This design comes from an exercise in tuning for small area, a short achievable clock period and few clock cycles per item on the open sky130 flow, not from production work. RTL that was checked went through simulation tests only; none was proved equivalent to the original. Power is estimated from default activity; no workload was simulated.

## the previous run
==> module lz77_decomp_core, before the edit <==
module lz77_decomp_core (
    input  logic        clk,
    input  logic        rst_n,
    input  logic        tok_valid,
    input  logic [7:0]  tok_dist,
    input  logic [3:0]  tok_len,
    input  logic [7:0]  tok_lit,
    input  logic        tok_last,
    output logic        tok_pop,
    input  logic        out_room,      
    input  logic        out_room_nx,   
    output logic        f1_nx,         
    output logic [3:0]  k_nx,          
    output logic        out_push,
    output logic [7:0]  out_byte,
    output logic        out_last
);
    localparam int GBITS = 5;                  
    localparam int GSIZE = 1 << GBITS;
    localparam int NGRP  = 256 >> GBITS;
    localparam int SEG = 32;
    logic [7:0] hist [0:255];
    logic [4:0]             rot;       
    logic                   started;   
    logic                   ok;
    assign ok = (rot == '0);
    logic             c1_v, c1_copy, c1_last, c1_d1;
    logic [7:0]       c1_lit;
    logic [GSIZE-1:0] lo_oh;                   
    logic [7-GBITS:0] c1_hi;                   
    logic [3:0]       k;                       
    logic             c2_v, c2_last;
    logic [NGRP-1:0]  c2_gsel;                 
    logic             c2_psel;                 
    logic [7:0]       part [0:NGRP-1];         
    logic shift, f2, f1;
    assign shift = c2_v && out_room && ok;     
    assign f2    = ok && (!c2_v || out_room);  
    assign f1    = !c1_v || f2;                
    logic c2v_next;
    assign c2v_next = f2 ? c1_v : c2_v;
    logic n_copy;
    assign n_copy  = (k != tok_len);
    assign tok_pop = f1 && tok_valid && !n_copy;
    logic       c1v_next, ok_next;
    logic [4:0] rot_next;
    assign c1v_next = f1 ? tok_valid : c1_v;
    assign rot_next = (!shift && started) ? rot + 1'b1 : rot;
    assign ok_next  = (rot_next == '0);
    assign f1_nx    = !c1v_next || (ok_next && (!c2v_next || out_room_nx));
    assign k_nx     = (f1 && tok_valid) ? (n_copy ? k + 1'b1 : 4'd0) : k;
    logic [7:0]       dm1, dm2;
    logic [GSIZE-1:0] oh1;
    assign dm1 = tok_dist - 8'd1;
    assign dm2 = tok_dist - 8'd2;
    always_comb
        for (int j = 0; j < GSIZE; j++) oh1[j] = (dm1[GBITS-1:0] == j);
    always_ff @(posedge clk) begin
        if (!rst_n) begin
            c1_v    <= 1'b0;
            c2_v    <= 1'b0;
            k       <= '0;
            rot     <= '0;
            started <= 1'b0;
        end else begin
            if (shift)        started <= 1'b1;
            rot  <= rot_next;
            k    <= k_nx;
            c1_v <= c1v_next;
            c2_v <= c2v_next;
        end
    end
    always_ff @(posedge clk) begin
        if (f1) begin
            c1_copy <= n_copy;
            c1_last <= tok_last && !n_copy;
            c1_lit  <= tok_lit;
            c1_d1   <= (tok_dist == 8'd1);
            c1_hi   <= c2v_next ? dm2[7:GBITS] : dm1[7:GBITS];
            lo_oh   <= c2v_next ? {oh1[0], oh1[GSIZE-1:1]} : oh1;
        end
        if (f2) begin
            c2_last <= c1_last;
            c2_psel <= c1_copy && c1_d1 && c2_v;
            for (int g = 0; g < NGRP; g++)
                c2_gsel[g] <= c1_copy ? (!(c1_d1 && c2_v) && (c1_hi == g)) : (g == 0);
            for (int g = 0; g < NGRP; g++) begin
                logic [7:0] acc;
                acc = '0;
                for (int j = 0; j < GSIZE; j++)
                    acc = acc | (hist[g * GSIZE + j] & {8{lo_oh[j]}});
                if (g == 0 && !c1_copy) part[g] <= c1_lit;
                else                    part[g] <= acc;
            end
        end
    end
    logic [7:0] nbyte;
    always_comb begin
        nbyte = hist[0] & {8{c2_psel}};
        for (int g = 0; g < NGRP; g++)
            nbyte = nbyte | (part[g] & {8{c2_gsel[g]}});
    end
    always_ff @(posedge clk) begin
        for (int i = 0; i < 256; i++) begin
            if (i % SEG != 0)  hist[i] <= hist[i-1];
            else if (!shift)   hist[i] <= hist[i+SEG-1];
            else if (i == 0)   hist[i] <= nbyte;
            else               hist[i] <= hist[i-1];
        end
    end
    assign out_push = shift;
    assign out_byte = nbyte;
    assign out_last = c2_last;
endmodule
Settings: LEC_CHECK=0, CAP_MARGIN=20, CORE_MARGIN=2, CORE_UTILIZATION=40, CTS_CLUSTER_DIAMETER=100, CTS_CLUSTER_SIZE=26, SETUP_SLACK_MARGIN=4.4, SLEW_MARGIN=20; clock period 7.0 ns.
run.sh (not shown) runs the stock make flow with config.mk's settings and CLKGATE_MAP_FILE= SYNTH_SCRIPT=/design/flow/synth_recipe.tcl, a recipe that flattens the netlist after the stock synthesis.
Testbench counts of the previous run, summed over its fixed seeds: cycles 77,530, bytes 77,498.
[inputs] the current run vs the previous run
-- flow/design.v --
<<< the previous run, line 20
    localparam int GSIZE = 1 << GBITS;
    localparam int NGRP  = 256 >> GBITS;
    localparam int SEG = 32;
    logic [7:0] hist [0:255];
    logic [4:0]             rot;       
    logic                   started;   
    logic                   ok;
>>> the current run, line 20
    localparam int GSIZE = 1 << GBITS;
    localparam int NGRP  = 256 >> GBITS;
    localparam int SEG = 64;
    logic [7:0] hist [0:255];
    logic [5:0]             rot;       
    logic                   started;   
    logic                   ok;
<<< the previous run, line 45
    assign tok_pop = f1 && tok_valid && !n_copy;
    logic       c1v_next, ok_next;
    logic [4:0] rot_next;
    assign c1v_next = f1 ? tok_valid : c1_v;
    assign rot_next = (!shift && started) ? rot + 1'b1 : rot;
>>> the current run, line 45
    assign tok_pop = f1 && tok_valid && !n_copy;
    logic       c1v_next, ok_next;
    logic [5:0] rot_next;
    assign c1v_next = f1 ? tok_valid : c1_v;
    assign rot_next = (!shift && started) ? rot + 1'b1 : rot;
==> comparison <==
The via count reported for the current run is lower than the one for the previous run. Diff the current run..the previous run | number of flip-flops and latches in the synthesized netlist | negligible. Compared the current run vs the previous run, and biggest cell delay along the critical path is up in the current run. Origin of the worst setup path: o_d[8] -> the previous run, o_d[6] -> the current run. Final area for the current run is lower than for the previous run. Delta (the current run minus the previous run): sequential share of layout area now larger, synthesized cell count comparable, standard-cell row count now smaller.
Function not checked in the current run: the RTL went through the layout flow alone.


Another version of the RTL of lz77_decomp_stream (not shown whole).
For scale: ~4000 cells after synthesis, roughly 2200 flip-flops, ~36 I/O pins, ~59000 sq um of cells after synthesis.
==> module lz77_decomp_core, before the edit <==
module lz77_decomp_core (
    input  logic        clk,
    input  logic        rst_n,
    input  logic        tok_valid,
    input  logic [7:0]  tok_dist,
    input  logic [3:0]  tok_len,
    input  logic [7:0]  tok_lit,
    input  logic        tok_last,
    output logic        tok_pop,
    input  logic        out_room,      
    input  logic        out_room_nx,   
    output logic        f1_nx,         
    output logic [3:0]  k_nx,          
    output logic        out_push,
    output logic [7:0]  out_byte,
    output logic        out_last
);
    localparam int GBITS = 6;                  
    localparam int GSIZE = 1 << GBITS;
    localparam int NGRP  = 256 >> GBITS;
    localparam int SEG = 64;
    logic [7:0] hist [0:255];
    logic [5:0]             rot;       
    logic                   started;   
    logic                   ok;
    assign ok = (rot == '0);
    logic             c1_v, c1_copy, c1_last, c1_d1;
    logic [7:0]       c1_lit;
    logic [GSIZE-1:0] lo_oh;                   
    logic [7-GBITS:0] c1_hi;                   
    logic [3:0]       k;                       
    logic             c2_v, c2_last;
    logic [NGRP-1:0]  c2_gsel;                 
    logic             c2_psel;                 
    logic [7:0]       part [0:NGRP-1];         
    logic shift, f2, f1;
    assign shift = c2_v && out_room && ok;     
    assign f2    = ok && (!c2_v || out_room);  
    assign f1    = !c1_v || f2;                
    logic c2v_next;
    assign c2v_next = f2 ? c1_v : c2_v;
    logic n_copy;
    assign n_copy  = (k != tok_len);
    assign tok_pop = f1 && tok_valid && !n_copy;
    logic       c1v_next, ok_next;
    logic [5:0] rot_next;
    assign c1v_next = f1 ? tok_valid : c1_v;
    assign rot_next = (!shift && started) ? rot + 1'b1 : rot;
    assign ok_next  = (rot_next == '0);
    assign f1_nx    = !c1v_next || (ok_next && (!c2v_next || out_room_nx));
    assign k_nx     = (f1 && tok_valid) ? (n_copy ? k + 1'b1 : 4'd0) : k;
    logic [7:0]       dm1, dm2;
    logic [GSIZE-1:0] oh1;
    assign dm1 = tok_dist - 8'd1;
    assign dm2 = tok_dist - 8'd2;
    always_comb
        for (int j = 0; j < GSIZE; j++) oh1[j] = (dm1[GBITS-1:0] == j);
    always_ff @(posedge clk) begin
        if (!rst_n) begin
            c1_v    <= 1'b0;
            c2_v    <= 1'b0;
            k       <= '0;
            rot     <= '0;
            started <= 1'b0;
        end else begin
            if (shift)        started <= 1'b1;
            rot  <= rot_next;
            k    <= k_nx;
            c1_v <= c1v_next;
            c2_v <= c2v_next;
        end
    end
    always_ff @(posedge clk) begin
        if (f1) begin
            c1_copy <= n_copy;
            c1_last <= tok_last && !n_copy;
            c1_lit  <= tok_lit;
            c1_d1   <= (tok_dist == 8'd1);
            c1_hi   <= c2v_next ? dm2[7:GBITS] : dm1[7:GBITS];
            lo_oh   <= c2v_next ? {oh1[0], oh1[GSIZE-1:1]} : oh1;
        end
        if (f2) begin
            c2_last <= c1_last;
            c2_psel <= c1_copy && c1_d1 && c2_v;
            for (int g = 0; g < NGRP; g++)
                c2_gsel[g] <= c1_copy ? (!(c1_d1 && c2_v) && (c1_hi == g)) : (g == 0);
            for (int g = 0; g < NGRP; g++) begin
                logic [7:0] acc;
                acc = '0;
                for (int j = 0; j < GSIZE; j++)
                    acc = acc | (hist[g * GSIZE + j] & {8{lo_oh[j]}});
                if (g == 0 && !c1_copy) part[g] <= c1_lit;
                else                    part[g] <= acc;
            end
        end
    end
    logic [7:0] nbyte;
    always_comb begin
        nbyte = hist[0] & {8{c2_psel}};
        for (int g = 0; g < NGRP; g++)
            nbyte = nbyte | (part[g] & {8{c2_gsel[g]}});
    end
    always_ff @(posedge clk) begin
        for (int i = 0; i < 256; i++) begin
            if (i % SEG != 0)  hist[i] <= hist[i-1];
            else if (!shift)   hist[i] <= hist[i+SEG-1];
            else if (i == 0)   hist[i] <= nbyte;
            else               hist[i] <= hist[i-1];
        end
    end
    assign out_push = shift;
    assign out_byte = nbyte;
    assign out_last = c2_last;
endmodule
clock: 7.0 ns
lec_check: 0
cap_margin: 20
core_margin: 2
core_utilization: 40
cts_cluster_diameter: 100
cts_cluster_size: 26
setup_slack_margin: 4.5
slew_margin: 20
==> next run, changes <==
--- a/flow/design.v
+++ b/flow/design.v
@@ -14,11 +14,11 @@
     output logic [3:0]  k_nx,          
     output logic        out_push,
     output logic [7:0]  out_byte,
     output logic        out_last
 );
-    localparam int GBITS = 6;                  
+    localparam int GBITS = 5;                  
     localparam int GSIZE = 1 << GBITS;
     localparam int NGRP  = 256 >> GBITS;
     localparam int SEG = 64;
     logic [7:0] hist [0:255];
     logic [5:0]             rot;       
Effect:
- The new run ran to the end with no violations
- total power is higher by 0.50%
- setup slack is better by 0.021 ns
- core utilization goes down by 0.23 points
- sequential share of layout area is higher by 0.43 points
- final area hardly moves
- synthesized area stays flat
- via count goes down by 4.2%
- sequential power stays flat
Testbench counts after the change, summed over its fixed seeds: cycles 77,530, bytes 77,498.
Function not checked in the first run of this note: the RTL went through the layout flow alone.

## static timing again, ports no longer ideal
No port has a modelled driver above. Below, the same layouts with a new extraction and two added sets of constraints.
Step 1, drivers: a clkbuf_16 drives clk and a buf_2 each remaining input, both assumed.
Step 2 times the ports against the registers' clock, not the clock port: input delays grow and output delays shrink by t, the midpoint of the rising clock arrivals with the driver on.
a / b / c = ideal / step 1 / step 2; a / b = the first two.
run	t (ns)	slack for setup (ns)	hold WS [ns]	pins driven straight from the clock port
the previous run	0.786	4.349 / 4.271 / 3.819	0.335 / 0.335 / 0.335	1
the current run	0.800	4.306 / 4.224 / 3.728	0.335 / 0.335 / 0.335	1
the first run of note 2	0.797	4.401 / 4.322 / 3.857	0.336 / 0.336 / 0.336	1
the second run of note 2	0.790	4.422 / 4.344 / 3.888	0.337 / 0.337 / 0.337	1
After both steps setup and hold are still met in every run listed. The setup slack of the current run, which loses most, moves by -0.082 ns with the drivers and by -0.578 ns with both steps.
